From an optimization exercise on the open Yosys and OpenROAD flow, aimed at small area; shortcuts taken in it are not production practice.
RTL that was checked went through simulation tests only; none was proved equivalent to the original.
Power figures rest on the tool's default switching activity, not on a simulated workload.

==> flow/design.v (excerpt) <==
module dma_module #(
	parameter DATA_SIZE = 1280 * 720 * 3 / 8,
	parameter DATA_SIZE_LOG = 19,
	parameter BURST_SIZE = 16,
	parameter BURST_NUM = DATA_SIZE / BURST_SIZE
)
(
	input					read_active,
	input		[31:0]		read_address,
	output	reg				read_idle,
	input					write_active,
	input		[31:0]		write_address,
	output 	reg 			write_idle,
	output		[3:0]		rw_resp,
	input					m_axi_acp_aclk,
	input					axi_resetn,
	output	reg	[31:0]		m_axi_acp_araddr,
	output	reg				m_axi_acp_arvalid,
	input					m_axi_acp_arready,
	input		[2:0]		m_axi_acp_rid,
	input		[63:0]		m_axi_acp_rdata,
	input		[1:0]		m_axi_acp_rresp,
	input					m_axi_acp_rlast,
	input					m_axi_acp_rvalid,
	output					m_axi_acp_rready,
	output	reg	[31:0]		m_axi_acp_awaddr,
	output	reg				m_axi_acp_awvalid,
	input					m_axi_acp_awready,
	output		[63:0]		m_axi_acp_wdata,
	output					m_axi_acp_wlast,
	output					m_axi_acp_wvalid,
	input					m_axi_acp_wready,
	input		[2:0]		m_axi_acp_bid,
	input		[1:0]		m_axi_acp_bresp,
	input		[4:0]		m_axi_acp_buser,
	input					m_axi_acp_bvalid,
	output	reg				m_axi_acp_bready,
	output		[63:0]		mm2s_data,
	output					mm2s_valid,
	input					mm2s_ready,
	input		[63:0]		s2mm_data,
	input					s2mm_valid,
	output					s2mm_ready
);
	localparam [9:0] BN_HI = BURST_NUM / 32;
	reg	[DATA_SIZE_LOG-1:0]	rdata_count;
	reg						rdata_ch_active;
	reg	[4:0]				rdata_addr_count;
	reg	[DATA_SIZE_LOG-1:0]	wdata_count;
	reg						wdata_ch_active;
	reg	[1:0]				bresp;
	assign rw_resp = {m_axi_acp_rresp, bresp};
	wire ar_hs = m_axi_acp_arvalid & m_axi_acp_arready;
	wire r_beat = m_axi_acp_rready & m_axi_acp_rvalid;
	wire r_last = r_beat & m_axi_acp_rlast;
	wire aw_hs = m_axi_acp_awvalid & m_axi_acp_awready;
	wire w_beat = m_axi_acp_wvalid & m_axi_acp_wready;
	wire [9:0] r_ah = rdata_count[18:9];
	wire [4:0] r_al = rdata_count[8:4];
	wire r_ah_mid = (r_ah[9:1] == BN_HI[9:1]);
	wire r_done = r_ah_mid & r_ah[0] & (r_al == 5'd0);
	wire r_cnt_zero = (rdata_addr_count == 5'd0);
	wire r_sum_hit = r_ah_mid & (r_ah[0] == r_cnt_zero) & (((r_al + rdata_addr_count) & 5'h1f) == 5'd0);
	wire [24:0] ra_q = m_axi_acp_araddr[31:7];
	wire [24:0] ra_s;
	wire [25:0] ra_c;
	wire [6:0]  ra_g;
	wire [6:0]  ra_p;
	assign ra_p[0] = 1'b1;
	genvar gi;
	generate for (gi = 0; gi < 25; gi = gi + 1) begin : g_ra
		if (gi % 4 == 0) begin : g_head
			assign ra_g[gi/4] = &ra_q[(gi+3 > 24 ? 24 : gi+3):gi];
  ...
Size: about 580 cells after synthesis, ~120 flip-flops, roughly 430 I/O pins.
export LEC_CHECK = 0
export CAP_MARGIN = 20
export CORE_MARGIN = 2
export CORE_UTILIZATION = 40
export SLEW_MARGIN = 20
export BUFFER_PORTS_ARGS = -buffer_cell sky130_fd_sc_hd__buf_1
export CTS_ARGS = -sink_clustering_enable -repair_clock_nets -dont_use_dummy_load -buf_list {sky130_fd_sc_hd__clkbuf_4} -sink_clustering_size 30 -sink_clustering_max_diameter 100
create_clock -name core_clock -period 2.5 [get_ports {m_axi_acp_aclk}]
standard.sh (not shown) runs the stock make flow with config.mk's settings and CLKGATE_MAP_FILE= SYNTH_SCRIPT=/design/flow/synth_recipe.tcl, a recipe that flattens the netlist after the stock synthesis.
==> flow/flow/run.sh <==
#!/bin/bash
set -euo pipefail
cd "$(dirname "$0")/.."
cat >> config.mk <<'MK'
export BUFFER_PORTS_ARGS = -buffer_cell sky130_fd_sc_hd__buf_1
export CTS_ARGS = -sink_clustering_enable -repair_clock_nets -dont_use_dummy_load -buf_list {sky130_fd_sc_hd__clkbuf_4} -sink_clustering_size 30 -sink_clustering_max_diameter 100
MK
bash standard.sh > standard.log 2>&1
Next try:
--- a/flow/design.v
+++ b/flow/design.v
@@ -40,32 +40,32 @@
 	input					mm2s_ready,
 	input		[63:0]		s2mm_data,
 	input					s2mm_valid,
 	output					s2mm_ready
 );
 	localparam [9:0] BN_HI = BURST_NUM / 32;
 	reg	[DATA_SIZE_LOG-1:0]	rdata_count;
 	reg						rdata_ch_active;
-	reg	[4:0]				rdata_addr_count;
+	reg	[4:0]				rd_neg;
 	reg	[DATA_SIZE_LOG-1:0]	wdata_count;
 	reg						wdata_ch_active;
 	reg	[1:0]				bresp;
 	assign rw_resp = {m_axi_acp_rresp, bresp};
 	wire ar_hs = m_axi_acp_arvalid & m_axi_acp_arready;
 	wire r_beat = m_axi_acp_rready & m_axi_acp_rvalid;
 	wire r_last = r_beat & m_axi_acp_rlast;
 	wire aw_hs = m_axi_acp_awvalid & m_axi_acp_awready;
 	wire w_beat = m_axi_acp_wvalid & m_axi_acp_wready;
 	wire [9:0] r_ah = rdata_count[18:9];
 	wire [4:0] r_al = rdata_count[8:4];
 	wire r_ah_mid = (r_ah[9:1] == BN_HI[9:1]);
 	wire r_done = r_ah_mid & r_ah[0] & (r_al == 5'd0);
-	wire r_cnt_zero = (rdata_addr_count == 5'd0);
-	wire r_sum_hit = r_ah_mid & (r_ah[0] == r_cnt_zero) & (((r_al + rdata_addr_count) & 5'h1f) == 5'd0);
+	wire r_cnt_zero = (rd_neg == 5'd0);
+	wire r_sum_hit = r_ah_mid & (r_ah[0] == r_cnt_zero) & (r_al == rd_neg);
 	wire [24:0] ra_q = m_axi_acp_araddr[31:7];
 	wire [24:0] ra_s;
 	wire [25:0] ra_c;
 	wire [6:0]  ra_g;
 	wire [6:0]  ra_p;
 	assign ra_p[0] = 1'b1;
 	genvar gi;
 	generate for (gi = 0; gi < 25; gi = gi + 1) begin : g_ra
@@ -82,27 +82,27 @@
 	always @(posedge m_axi_acp_aclk) begin
 		if (read_active)
 			m_axi_acp_araddr <= read_address;
 		else
 			m_axi_acp_araddr[31:7] <= ra_s;
 	end
 	always @(posedge m_axi_acp_aclk) begin
 		if (~axi_resetn)
-			rdata_addr_count <= 0;
+			rd_neg <= 0;
 		else if (ar_hs & ~r_last)
-			rdata_addr_count <= rdata_addr_count + 1;
+			rd_neg <= rd_neg - 1;
 		else if (~ar_hs & r_last)
-			rdata_addr_count <= rdata_addr_count - 1;
+			rd_neg <= rd_neg + 1;
 	end
 	always @(posedge m_axi_acp_aclk) begin
 		if (~axi_resetn)
 			m_axi_acp_arvalid <= 0;
 		else
-			m_axi_acp_arvalid <= ~read_idle & ~(&rdata_addr_count) & ~r_sum_hit;
+			m_axi_acp_arvalid <= ~read_idle & ~(rd_neg == 5'd1) & ~r_sum_hit;
 	end
 	always @(posedge m_axi_acp_aclk) begin
 		if (~axi_resetn)
 			rdata_ch_active <= 0;
 		else
 			rdata_ch_active <= ~r_cnt_zero;
 	end
 	always @(posedge m_axi_acp_aclk) begin
Result:
- power decreases slightly
- clock power rises slightly
- register-to-register slack is better by 0.04 ns
- combinational power drops by a little under a tenth
- core utilization grows by 0.45 points
- routed wire length drops by a few percent
- cell count shrinks by a few percent
- sequential power is about the same
- sequential share of layout area came out higher by 0.78 points
- setup slack gets better by 0.044 ns
- cell area came out lower slightly
- fmax rises slightly
For the second run of this note, only the layout was checked, not whether the RTL still works.

build 11:
The RTL this note starts from:
==> flow/design.v <==
module dma_module #(
	parameter DATA_SIZE = 1280 * 720 * 3 / 8,
	parameter DATA_SIZE_LOG = 19,
	parameter BURST_SIZE = 16,
	parameter BURST_NUM = DATA_SIZE / BURST_SIZE
)
(
	input					read_active,
	input		[31:0]		read_address,
	output	reg				read_idle,
	input					write_active,
	input		[31:0]		write_address,
	output	reg				write_idle,
	output		[3:0]		rw_resp,
	input					m_axi_acp_aclk,
	input					axi_resetn,
	output	reg	[31:0]		m_axi_acp_araddr,
	output	reg				m_axi_acp_arvalid,
	input					m_axi_acp_arready,
	input		[2:0]		m_axi_acp_rid,
	input		[63:0]		m_axi_acp_rdata,
	input		[1:0]		m_axi_acp_rresp,
	input					m_axi_acp_rlast,
	input					m_axi_acp_rvalid,
	output					m_axi_acp_rready,
	output	reg	[31:0]		m_axi_acp_awaddr,
	output	reg				m_axi_acp_awvalid,
	input					m_axi_acp_awready,
	output		[63:0]		m_axi_acp_wdata,
	output					m_axi_acp_wlast,
	output					m_axi_acp_wvalid,
	input					m_axi_acp_wready,
	input		[2:0]		m_axi_acp_bid,
	input		[1:0]		m_axi_acp_bresp,
	input		[4:0]		m_axi_acp_buser,
	input					m_axi_acp_bvalid,
	output	reg				m_axi_acp_bready,
	output		[63:0]		mm2s_data,
	output					mm2s_valid,
	input					mm2s_ready,
	input		[63:0]		s2mm_data,
	input					s2mm_valid,
	output					s2mm_ready
);
	localparam [9:0] BN_HI = BURST_NUM / 32;
	reg	[DATA_SIZE_LOG-1:0]	rdata_count;
	reg						rdata_ch_active;
	reg	[4:0]				rd_neg;
	reg	[DATA_SIZE_LOG-1:0]	wdata_count;
	reg						wdata_ch_active;
	reg	[1:0]				bresp;
	assign rw_resp = {m_axi_acp_rresp, bresp};
	wire ar_hs  = m_axi_acp_arvalid & m_axi_acp_arready;
	wire r_beat = m_axi_acp_rready & m_axi_acp_rvalid;
	wire r_last = r_beat & m_axi_acp_rlast;
	wire aw_hs  = m_axi_acp_awvalid & m_axi_acp_awready;
	wire w_beat = m_axi_acp_wvalid & m_axi_acp_wready;
	genvar i;
	wire [24:0] ra_q = m_axi_acp_araddr[31:7];
	localparam [24:0] RA_HEAD = 25'b0010001000010000010000001;
	wire [24:0] ra_s, ra_c, ra_a, ra_p;
	generate for (i = 0; i < 25; i = i + 1) begin : g_ra
		if (i == 0) begin : g_first
			assign ra_a[i] = ra_q[i];
			assign ra_p[i] = 1'b1;
			assign ra_c[i] = ar_hs;
		end else if (RA_HEAD[i]) begin : g_head
			assign ra_a[i] = ra_q[i];
			assign ra_p[i] = ra_p[i-1] & ra_a[i-1];
			assign ra_c[i] = ar_hs & ra_p[i];
		end else begin : g_body
			assign ra_a[i] = ra_a[i-1] & ra_q[i];
			assign ra_p[i] = ra_p[i-1];
			assign ra_c[i] = ra_q[i-1] & ra_c[i-1];
		end
		assign ra_s[i] = ra_q[i] ^ ra_c[i];
	end endgenerate
	always @(posedge m_axi_acp_aclk) begin
		if (read_active)
			m_axi_acp_araddr <= read_address;
		else
			m_axi_acp_araddr[31:7] <= ra_s;
	end
	localparam [18:0] RC_HEAD = 19'b0001000100001000001;
	wire [18:0] rc_s, rc_c, rc_a, rc_p;
	generate for (i = 0; i < 19; i = i + 1) begin : g_rc
		if (i == 0) begin : g_first
			assign rc_a[i] = rdata_count[i];
			assign rc_p[i] = 1'b1;
			assign rc_c[i] = r_beat;
		end else if (RC_HEAD[i]) begin : g_head
			assign rc_a[i] = rdata_count[i];
			assign rc_p[i] = rc_p[i-1] & rc_a[i-1];
			assign rc_c[i] = r_beat & rc_p[i];
		end else begin : g_body
			assign rc_a[i] = rc_a[i-1] & rdata_count[i];
			assign rc_p[i] = rc_p[i-1];
			assign rc_c[i] = rdata_count[i-1] & rc_c[i-1];
		end
		assign rc_s[i] = rdata_count[i] ^ rc_c[i];
	end endgenerate
	always @(posedge m_axi_acp_aclk) begin
		if (~axi_resetn)
			rdata_count <= 0;
		else
			rdata_count <= rc_s;
	end
	wire [9:0] r_ah = rdata_count[18:9];
	wire [4:0] r_al = rdata_count[8:4];
	wire r_ah_mid = (r_ah[9:1] == BN_HI[9:1]);
	wire r_done = r_ah_mid & r_ah[0] & (r_al == 5'd0);
	wire r_cnt_zero = (rd_neg == 5'd0);
	wire r_sum_hit = r_ah_mid & (r_ah[0] == r_cnt_zero) & (r_al == rd_neg);
	wire rd_inc = ~ar_hs & r_last;
	wire rd_dec = ar_hs & ~r_last;
	wire [4:0] rd_t;
	assign rd_t[0] = rd_inc | rd_dec;
	assign rd_t[1] = (rd_inc & rd_neg[0]) | (rd_dec & ~rd_neg[0]);
	assign rd_t[2] = (rd_inc & (&rd_neg[1:0])) | (rd_dec & ~(|rd_neg[1:0]));
	assign rd_t[3] = (rd_inc & (&rd_neg[2:0])) | (rd_dec & ~(|rd_neg[2:0]));
	assign rd_t[4] = (rd_inc & (&rd_neg[3:0])) | (rd_dec & ~(|rd_neg[3:0]));
	always @(posedge m_axi_acp_aclk) begin
		if (~axi_resetn)
			rd_neg <= 0;
		else
			rd_neg <= rd_neg ^ rd_t;
	end
	always @(posedge m_axi_acp_aclk) begin
		if (~axi_resetn)
			m_axi_acp_arvalid <= 0;
		else
			m_axi_acp_arvalid <= ~read_idle & (rd_neg != 5'd1) & ~r_sum_hit;
	end
	always @(posedge m_axi_acp_aclk) begin
		if (~axi_resetn)
			rdata_ch_active <= 0;
		else
			rdata_ch_active <= ~r_cnt_zero;
	end
	always @(posedge m_axi_acp_aclk) begin
		if (~axi_resetn)
			read_idle <= 1;
		else if (r_done)
			read_idle <= 1;
		else if (read_active)
			read_idle <= 0;
	end
	assign mm2s_data = m_axi_acp_rdata;
	assign m_axi_acp_rready = mm2s_ready & rdata_ch_active;
	assign mm2s_valid = m_axi_acp_rvalid & rdata_ch_active;
	wire [21:0] wa_q = m_axi_acp_awaddr[31:10];
	localparam [21:0] WA_HEAD = 22'b0001000010000010000001;
	wire [21:0] wa_s, wa_c, wa_a, wa_p;
	generate for (i = 0; i < 22; i = i + 1) begin : g_wa
		if (i == 0) begin : g_first
			assign wa_a[i] = wa_q[i];
			assign wa_p[i] = 1'b1;
			assign wa_c[i] = aw_hs;
		end else if (WA_HEAD[i]) begin : g_head
			assign wa_a[i] = wa_q[i];
			assign wa_p[i] = wa_p[i-1] & wa_a[i-1];
			assign wa_c[i] = aw_hs & wa_p[i];
		end else begin : g_body
			assign wa_a[i] = wa_a[i-1] & wa_q[i];
			assign wa_p[i] = wa_p[i-1];
			assign wa_c[i] = wa_q[i-1] & wa_c[i-1];
		end
		assign wa_s[i] = wa_q[i] ^ wa_c[i];
	end endgenerate
	always @(posedge m_axi_acp_aclk) begin
		if (write_active)
			m_axi_acp_awaddr <= write_address;
		else
			m_axi_acp_awaddr[31:10] <= wa_s;
	end
	localparam [18:0] WC_HEAD = 19'b0001000100001000001;
	wire [18:0] wc_s, wc_c, wc_a, wc_p;
	generate for (i = 0; i < 19; i = i + 1) begin : g_wc
		if (i == 0) begin : g_first
			assign wc_a[i] = wdata_count[i];
			assign wc_p[i] = 1'b1;
			assign wc_c[i] = w_beat;
		end else if (WC_HEAD[i]) begin : g_head
			assign wc_a[i] = wdata_count[i];
			assign wc_p[i] = wc_p[i-1] & wc_a[i-1];
			assign wc_c[i] = w_beat & wc_p[i];
		end else begin : g_body
			assign wc_a[i] = wc_a[i-1] & wdata_count[i];
			assign wc_p[i] = wc_p[i-1];
			assign wc_c[i] = wdata_count[i-1] & wc_c[i-1];
		end
		assign wc_s[i] = wdata_count[i] ^ wc_c[i];
	end endgenerate
	always @(posedge m_axi_acp_aclk) begin
		if (~axi_resetn)
			wdata_count <= 0;
		else
			wdata_count <= wc_s;
	end
	wire w_done = (wdata_count[18:4] == BURST_NUM);
	assign m_axi_acp_wlast = &wdata_count[3:0];
	always @(posedge m_axi_acp_aclk) begin
		if (~axi_resetn)
			m_axi_acp_awvalid <= 0;
		else
			m_axi_acp_awvalid <= ~aw_hs & ~wdata_ch_active & ((wdata_count[3:0] == 4'd0) | write_active) & ~write_idle;
	end
	always @(posedge m_axi_acp_aclk) begin
		if (~axi_resetn)
			wdata_ch_active <= 0;
		else if (aw_hs)
			wdata_ch_active <= 1;
		else if (w_beat)
			wdata_ch_active <= ~m_axi_acp_wlast;
	end
	always @(posedge m_axi_acp_aclk) begin
		if (~axi_resetn)
			write_idle <= 1;
		else if (w_done)
			write_idle <= 1;
		else if (write_active)
			write_idle <= 0;
	end
	assign m_axi_acp_wdata = s2mm_data;
	assign m_axi_acp_wvalid = s2mm_valid & wdata_ch_active;
	assign s2mm_ready = m_axi_acp_wready & wdata_ch_active;
	always @(posedge m_axi_acp_aclk) begin
		if (~axi_resetn)
			m_axi_acp_bready <= 0;
		else
			m_axi_acp_bready <= w_beat & m_axi_acp_wlast;
	end
	always @(posedge m_axi_acp_aclk) begin
		if (~axi_resetn)
			bresp <= 0;
		else if (w_beat)
			bresp <= m_axi_acp_bresp;
	end
endmodule
clock: 2.5 ns
lec_check: 0
cap_margin: 20
core_margin: 2
core_utilization: 40
place_density: 0.3
slew_margin: 20
buffer_ports_args: -buffer_cell sky130_fd_sc_hd__buf_1
cts_args: -sink_clustering_enable -repair_clock_nets -dont_use_dummy_load -buf_list {sky130_fd_sc_hd__clkbuf_4} -sink_clustering_size 30 -sink_clustering_max_diameter 100
==> flow/flow/run.sh <==
#!/bin/bash
# The standard ORFS layout, with three changes:
#  - ABC maps the logic with an area-oriented script (flow/abc_map.script)
#    instead of ORFS's speed script; the rest of the synthesis is unchanged
#  - the port buffers are the smallest buffer, sky130_fd_sc_hd__buf_1
#  - CTS uses clkbuf_4 only and no dummy loads
set -euo pipefail
cd "$(dirname "$0")/.."
W=$PWD
cat >> config.mk <<'MK'
export BUFFER_PORTS_ARGS = -buffer_cell sky130_fd_sc_hd__buf_1
export CTS_ARGS = -sink_clustering_enable -repair_clock_nets -dont_use_dummy_load -buf_list {sky130_fd_sc_hd__clkbuf_4} -sink_clustering_size 30 -sink_clustering_max_diameter 100
MK
# synthesis with a copy of ORFS's scripts whose ABC script is replaced
rm -rf "$W/scripts_abc"
cp -r "$FLOW_HOME/scripts" "$W/scripts_abc"
cp "$W/flow/abc_map.script" "$W/scripts_abc/abc_speed.script"
sed "s#^make #make SCRIPTS_DIR=$W/scripts_abc #" standard.sh > synth.sh
bash synth.sh synth > synth.log 2>&1
# the rest of the layout, as the standard flow
bash standard.sh > standard.log 2>&1
==> flow/flow/abc_map.script <==
strash
dc2
dch -f
amap
topo
stime -c
The inputs of build 75 differ from those of build 11 as listed below.
diff --git a/flow/design.v b/flow/design.v
--- a/flow/design.v
+++ b/flow/design.v
@@ -57,7 +57,7 @@
 	wire w_beat = m_axi_acp_wvalid & m_axi_acp_wready;
 	genvar i;
 	wire [24:0] ra_q = m_axi_acp_araddr[31:7];
-	localparam [24:0] RA_HEAD = 25'b0010001000010000010000001;
+	localparam [24:0] RA_HEAD = 25'b0001000001000000100000001;
 	wire [24:0] ra_s, ra_c, ra_a, ra_p;
 	generate for (i = 0; i < 25; i = i + 1) begin : g_ra
 		if (i == 0) begin : g_first
@@ -81,7 +81,7 @@
 		else
 			m_axi_acp_araddr[31:7] <= ra_s;
 	end
-	localparam [18:0] RC_HEAD = 19'b0001000100001000001;
+	localparam [18:0] RC_HEAD = 19'b0000010000010000001;
 	wire [18:0] rc_s, rc_c, rc_a, rc_p;
 	generate for (i = 0; i < 19; i = i + 1) begin : g_rc
 		if (i == 0) begin : g_first
@@ -149,7 +149,7 @@
 	assign m_axi_acp_rready = mm2s_ready & rdata_ch_active;
 	assign mm2s_valid = m_axi_acp_rvalid & rdata_ch_active;
 	wire [21:0] wa_q = m_axi_acp_awaddr[31:10];
-	localparam [21:0] WA_HEAD = 22'b0001000010000010000001;
+	localparam [21:0] WA_HEAD = 22'b0000001000000100000001;
 	wire [21:0] wa_s, wa_c, wa_a, wa_p;
 	generate for (i = 0; i < 22; i = i + 1) begin : g_wa
 		if (i == 0) begin : g_first
@@ -173,7 +173,7 @@
 		else
 			m_axi_acp_awaddr[31:10] <= wa_s;
 	end
-	localparam [18:0] WC_HEAD = 19'b0001000100001000001;
+	localparam [18:0] WC_HEAD = 19'b0000010000010000001;
 	wire [18:0] wc_s, wc_c, wc_a, wc_p;
 	generate for (i = 0; i < 19; i = i + 1) begin : g_wc
 		if (i == 0) begin : g_first
Cmp build 75 vs build 11: area fraction in compound gates after synthesis lower in build 75. In build 75, relative contribution of combinational cells to total power is higher than in build 11. [diff] highest clock rate, build 75 relative to build 11: regression. Measured against each other, build 11 and build 75 differ in instance count of the mapped netlist, the lower figure coming from build 75. [build 75] internal power consumption rose 0.32% relative to build 11.
The RTL of build 75 was laid out without a check of its function.

==> re-timing with driven ports <==
In the flow no input, the clock included, has a driving cell. The finished layouts below were timed again as built, in two steps.
Step 1 (the two cells are an assumption about what drives the block):
set clk [get_ports {m_axi_acp_aclk}]
set_driving_cell -lib_cell sky130_fd_sc_hd__clkbuf_16 $clk
set_driving_cell -lib_cell sky130_fd_sc_hd__buf_2 [delete_from_list [all_inputs] $clk]
Step 2 also shifts input and output timing later by t, the mid clock arrival at the registers, as if the neighbouring blocks saw the same clock.
Three values: no drivers, after step 1, after step 2; two values: the first two.
run | shift t [ns] | setup slack, ns | latest minus earliest clock arrival (ns)
the first run of note 1 | 0.542 | 0.229 / 0.229 / 0.002 | 0.049 / 0.050
the second run of note 1 | 0.530 | 0.273 / 0.273 / 0.067 | 0.050 / 0.049
build 11 | 0.533 | 0.305 / 0.305 / 0.138 | 0.024 / 0.024
build 75 | 0.522 | 0.189 / 0.189 / -0.060 | 0.022 / 0.022
Met with ideal ports but missed after step 2: setup timing in build 75. For build 75, which loses most, drivers alone change the setup slack by 0.000 ns; drivers and shift together by -0.249 ns.
